Context: an optimization exercise on an open-source flow, tuned for small area and a short achievable clock period. The choices shown serve that exercise and are no tape-out recipe. In this exercise RTL edits were held to simulation tests only and were not proved equivalent to the original. Power is estimated from default activity; no workload was simulated.

build 61:
// interrupt_controller
module interrupt_controller(
	pclk_i,
	prst_i,
	penable_i,
	pready_o,
	pwrite_i,
	paddr_i,
	pwdata_i,
	prdata_o,
	interrupt_active_i,
	interrupt_valid_o,
	interrupt_to_be_serviced_o,
	interrupt_serviced_i);
Size in the first run: roughly 320 cells after synthesis, ~75 flip-flops.
clock: 30.0 ns
lec_check: 0
abc_area: 1
cap_margin: 20
core_margin: 2
core_utilization: 70
cts_buf_list: sky130_fd_sc_hd__clkbuf_8
place_density: 0.85
slew_margin: 20
standard.sh (not shown) runs the stock make flow with config.mk's settings and CLKGATE_MAP_FILE= SYNTH_SCRIPT=/design/flow/synth_recipe.tcl, a recipe that flattens the netlist after the stock synthesis.
==> flow/flow/run.sh <==
#!/bin/bash
# Own layout flow: the standard flow (standard.sh) with
#  - the standard synthesis, except that ABC maps with flow/abc.script
#    (registers are mapped before ABC runs, so they are unchanged),
#  - smaller port buffers,
#  - timing repair aimed at a setup slack margin below the clock period.
# Each step's full output is in standard_flow.log and ORFS's logs/.
set -euo pipefail
source flow/params.sh
export MY_ABC_SCRIPT=$PWD/flow/abc.script
args=("BUFFER_PORTS_ARGS=-buffer_cell $PORT_BUF" "SETUP_SLACK_MARGIN=$MARGIN")
if [[ "${OWN_ABC:-1}" == 1 ]]; then args+=("SYNTH_SCRIPT=$PWD/flow/synth.tcl"); fi
bash standard.sh "${args[@]}" finish > standard_flow.log 2>&1
==> flow/flow/abc.script <==
&get -n
 &st
 &dch
 &nf -R 1000
 &put
 topo
 upsize -c
 dnsize -c
==> flow/flow/params.sh <==
PORT_BUF=sky130_fd_sc_hd__buf_1
MARGIN=20
==> flow/flow/synth.tcl <==
# synth_recipe.tcl (the standard synthesis), with ABC's script replaced by
# flow/abc.script when MY_ABC_SCRIPT names it.
proc synth {args} { yosys synth -nofsm -noshare {*}$args }
proc abc {args} {
  set i [lsearch -exact $args -script]
  if { $i >= 0 && [info exists ::env(MY_ABC_SCRIPT)] } {
    lset args [expr {$i + 1}] $::env(MY_ABC_SCRIPT)
  }
  puts "abc wrapper: $args"
  yosys abc {*}$args
}
source $::env(SCRIPTS_DIR)/synth.tcl
# left out here: clear keep_hierarchy, flatten, clean up, hide names made inside functions, write 1_2_yosys.v
Having completed the whole flow, build 61 delivered a layout that passed the timing, design-rule and antenna checks.
Relative to build 61, the following input files were edited for build 42:
Settings: PLACE_DENSITY removed (was 0.85); CTS_CLUSTER_SIZE newly set to 25; CORE_UTILIZATION changed from 70 to 40; CTS_CLUSTER_DIAMETER newly set to 150.
==> comparison <==
- Build 42 vs. build 61: post-route standard cell area excluding fillers barely changed; post-detailed-placement half-perimeter wirelength climbed 230 µm; share of the core filled with cells in the final layout dropped 36 points; total vias in the final route dropped about 5%; total detailed-routing wirelength dropped 1.5%.
- Comparing build 42 with build 61, the final worst clock skew came out essentially unchanged.
- Build 61 → build 42: final period demand of the worst path went up by 0.076 ns; total chip power went down by 13%.
Changes in build 43 relative to build 42:
Settings: CTS_CLUSTER_SIZE removed (was 25); CTS_CLUSTER_DIAMETER removed (was 150); CTS_BUF_LIST changed from sky130_fd_sc_hd__clkbuf_8 to sky130_fd_sc_hd__clkbuf_4 sky130_fd_sc_hd__clkbuf_8.
==> flow/flow/params.sh <==
PORT_BUF=sky130_fd_sc_hd__buf_1
MARGIN=20.5
[summary]
The worst relative slew slack of build 43 was inferior to that of build 42.
Against build 42 as the reference, build 43 delivers a higher cell count.
Cmp build 43 vs build 42: routed length per instance higher in build 43
Of build 42 and build 43, the lower synthesis-to-layout area growth belongs to build 42.
met1 wire length was lower in build 43 than in build 42.
What build 55 does differently from build 43 at the input level:
Settings: removing CTS_BUF_LIST (formerly sky130_fd_sc_hd__clkbuf_4 sky130_fd_sc_hd__clkbuf_8).
==> flow/flow/run.sh <==
#!/bin/bash
# Own layout flow: the standard flow, with smaller port buffers and
# timing repair aimed below the clock period.
set -euo pipefail
bash standard.sh \
  "BUFFER_PORTS_ARGS=-buffer_cell sky130_fd_sc_hd__buf_2" \
  "SETUP_SLACK_MARGIN=21" \
  finish > standard_flow.log 2>&1
removed: flow/flow/abc.script
removed: flow/flow/params.sh
removed: flow/flow/synth.tcl
[summary]
The buffering stage count on the worst path with inverters included number comes out higher for build 55 vs build 43. Re power per unit of standard cell area: build 43 was lower than build 55. Relative to build 43, the combinational power of build 55 is higher by about 5.5%. Build 55 against build 43: placement-stage worst setup slack shows an increase of 1.02 ns; simple-gate share of the synthesized area shows an increase of 18 points; synthesized instance count shows an increase of 317; count of multi-input gates shows an increase of 87%; deepest level of the CTS H-tree shows no meaningful change. Diff build 43 -> build 55: minimum setup slack in the final design picked up an extra 0.90 ns, fraction of the yosys area taken by sequential cells moved down, clock buffer count now smaller.

========
Setup of run A:
interrupt_controller again, from the RTL that the note above started with.
Settings: LEC_CHECK=0, ABC_AREA=1, CAP_MARGIN=20, CORE_MARGIN=2, CORE_UTILIZATION=60, CTS_BUF_LIST=sky130_fd_sc_hd__clkbuf_8, PLACE_DENSITY=0.75, SLEW_MARGIN=20; clock period 30.0 ns.
==> flow/flow/run.sh <==
#!/bin/bash
# Own layout flow: the standard flow (standard.sh) with
#  - the standard synthesis, except that ABC maps with flow/abc.script
#    (registers are mapped before ABC runs, so they are unchanged),
#  - smaller port buffers,
#  - timing repair aimed at a setup slack margin below the clock period.
# Each step's full output is in standard_flow.log and ORFS's logs/.
set -euo pipefail
source flow/params.sh
export MY_ABC_SCRIPT=$PWD/flow/abc.script
args=("BUFFER_PORTS_ARGS=-buffer_cell $PORT_BUF" "SETUP_SLACK_MARGIN=$MARGIN")
if [[ "${OWN_ABC:-1}" == 1 ]]; then args+=("SYNTH_SCRIPT=$PWD/flow/synth.tcl"); fi
bash standard.sh "${args[@]}" finish > standard_flow.log 2>&1
==> flow/flow/abc.script <==
&get -n
 &st
 &dch
 &nf -R 1000
 &put
 topo
 upsize -c
 dnsize -c
==> flow/flow/params.sh <==
PORT_BUF=sky130_fd_sc_hd__buf_1
MARGIN=20
==> flow/flow/synth.tcl <==
# synth_recipe.tcl (the standard synthesis), with ABC's script replaced by
# flow/abc.script when MY_ABC_SCRIPT names it.
proc synth {args} { yosys synth -nofsm -noshare {*}$args }
proc abc {args} {
  set i [lsearch -exact $args -script]
  if { $i >= 0 && [info exists ::env(MY_ABC_SCRIPT)] } {
    lset args [expr {$i + 1}] $::env(MY_ABC_SCRIPT)
  }
  puts "abc wrapper: $args"
  yosys abc {*}$args
}
source $::env(SCRIPTS_DIR)/synth.tcl
# left out here: clear keep_hierarchy, flatten, clean up, hide names made inside functions, write 1_2_yosys.v
Input-level comparison between run B and run A:
==> flow/flow/params.sh <==
PORT_BUF=sky130_fd_sc_hd__buf_1
MARGIN=21
diff --git a/flow/config.mk b/flow/config.mk
--- a/flow/config.mk
+++ b/flow/config.mk
@@ -10,5 +10,4 @@
 export CORE_MARGIN = 2
-export CORE_UTILIZATION = 60
+export CORE_UTILIZATION = 40
 export CTS_BUF_LIST = sky130_fd_sc_hd__clkbuf_8
-export PLACE_DENSITY = 0.75
 export SLEW_MARGIN = 20
--- outcome ---
- The global-route usage of run B falls short of that of run A by 9.4 points.
- Relative to run A, slew at the pin with the worst max-slew slack decreased by 0.054 ns in run B.
- The higher leakage power total of run A and run B is in run B.
- Run B against run A: number of cells on the worst reg-to-reg path rose 2, power fell about 4.6%, share of total power in the clock network fell 8.7 points, die area rose about 50%.
Here is what was changed in the inputs of run C compared with run B.
==> flow/flow/params.sh <==
PORT_BUF=sky130_fd_sc_hd__buf_1
MARGIN=20
diff --git a/flow/config.mk b/flow/config.mk
--- a/flow/config.mk
+++ b/flow/config.mk
@@ -11,3 +11,5 @@
 export CORE_UTILIZATION = 40
-export CTS_BUF_LIST = sky130_fd_sc_hd__clkbuf_8
+export CTS_BUF_LIST = sky130_fd_sc_hd__clkbuf_16
+export CTS_CLUSTER_DIAMETER = 150
+export CTS_CLUSTER_SIZE = 40
 export SLEW_MARGIN = 20
## What came out
Taking run B as the reference, in run C fmax lost 3.3%, critical path depth lost 1, cell count lost about 3%. Sequential group share of total power (higher): run B. On count of clock-buffer cells in the layout, run C and run B are neck and neck. The higher number of instances resized during post-cts repair of run C and run B is in run B. Flip-flop and latch count came out exactly the same in run C and run B. Measured against each other, run C and run B differ in clock period minus worst slack, the lower figure coming from run B. Summary of run C over run B: critical path arrival higher; overall power higher.
[inputs] run D vs run C
==> flow/flow/params.sh <==
PORT_BUF=sky130_fd_sc_hd__buf_1
MARGIN=21
OWN_ABC=0
diff --git a/flow/config.mk b/flow/config.mk
--- a/flow/config.mk
+++ b/flow/config.mk
@@ -11,5 +11,3 @@
 export CORE_UTILIZATION = 40
-export CTS_BUF_LIST = sky130_fd_sc_hd__clkbuf_16
-export CTS_CLUSTER_DIAMETER = 150
-export CTS_CLUSTER_SIZE = 40
+export CTS_BUF_LIST = sky130_fd_sc_hd__clkbuf_8
 export SLEW_MARGIN = 20
Notes after the runs:
Transition at the pin with the smallest max-transition slack was lower in run D than in run C. Row final critical path time including I/O delays and setup: run D lower / run C higher. Lower wire length of the first global-routing pass was reported by run C, not run D. Looking only at number of cells produced by synthesis, and setting everything else aside, the lower value of run D and run C goes to run C. Dominant combinational cell family by area after synthesis = simple AND/OR/NAND/NOR gates: run D; dominant combinational cell family by area after synthesis = compound AO/OA/AOI/OAI gates: run C. Delta (run D minus run C): fraction of area in multi-input gates stayed essentially flat, sequential share of layout area fell by 4.3 points, floorplan core area rose by 16%. The run showing the smaller worst stage delay on the critical path is run D.

-- port drivers added, routing unchanged --
The flow's constraints put no driver on any port. The routed layouts listed below were extracted and timed again, unchanged, in two steps.
Step 1 assumes that a clkbuf_16 drives the clock port and a buf_2 every other input.
Step 2 moves the port delays by t, midway between the first and last clock arrival at a register: inputs arrive t later, outputs are due t later. That takes back most of the time a late clock gives input paths.
a / b / c = ideal ports / drivers / drivers and shift; a / b = the first two.
| run | t (ns) | setup WS [ns] | worst setup path at the end | slew at the worst register clock pin (ns) | worst slew at a driven data input, ns |
|---|---|---|---|---|---|
| build 61 | 0.377 | 20.303 / 20.310 / 19.934 | input to register | 0.08 / 0.08 | 0.04 |
| build 42 | 0.380 | 20.227 / 20.238 / 19.858 | input to register | 0.07 / 0.07 | 0.04 |
| build 43 | 0.379 | 20.474 / 20.470 / 20.091 | input to register | 0.07 / 0.07 | 0.05 |
| build 55 | 0.388 | 21.377 / 21.397 / 21.010 | input to register | 0.06 / 0.06 | 0.04 |
| run A | 0.394 | 20.195 / 20.204 / 19.810 | input to register | 0.08 / 0.08 | 0.04 |
| run B | 0.399 | 20.534 / 20.525 / 20.126 | input to register | 0.08 / 0.08 | 0.06 |
| run C | 0.367 | 20.207 / 20.222 / 19.855 | input to register | 0.06 / 0.06 | 0.04 |
| run D | 0.403 | 21.338 / 21.350 / 20.946 | input to register | 0.09 / 0.09 | 0.03 |
After both steps setup and hold are still met in every run listed. The setup slack of run B, which loses most, moves by -0.009 ns with the drivers and by -0.408 ns with both steps.
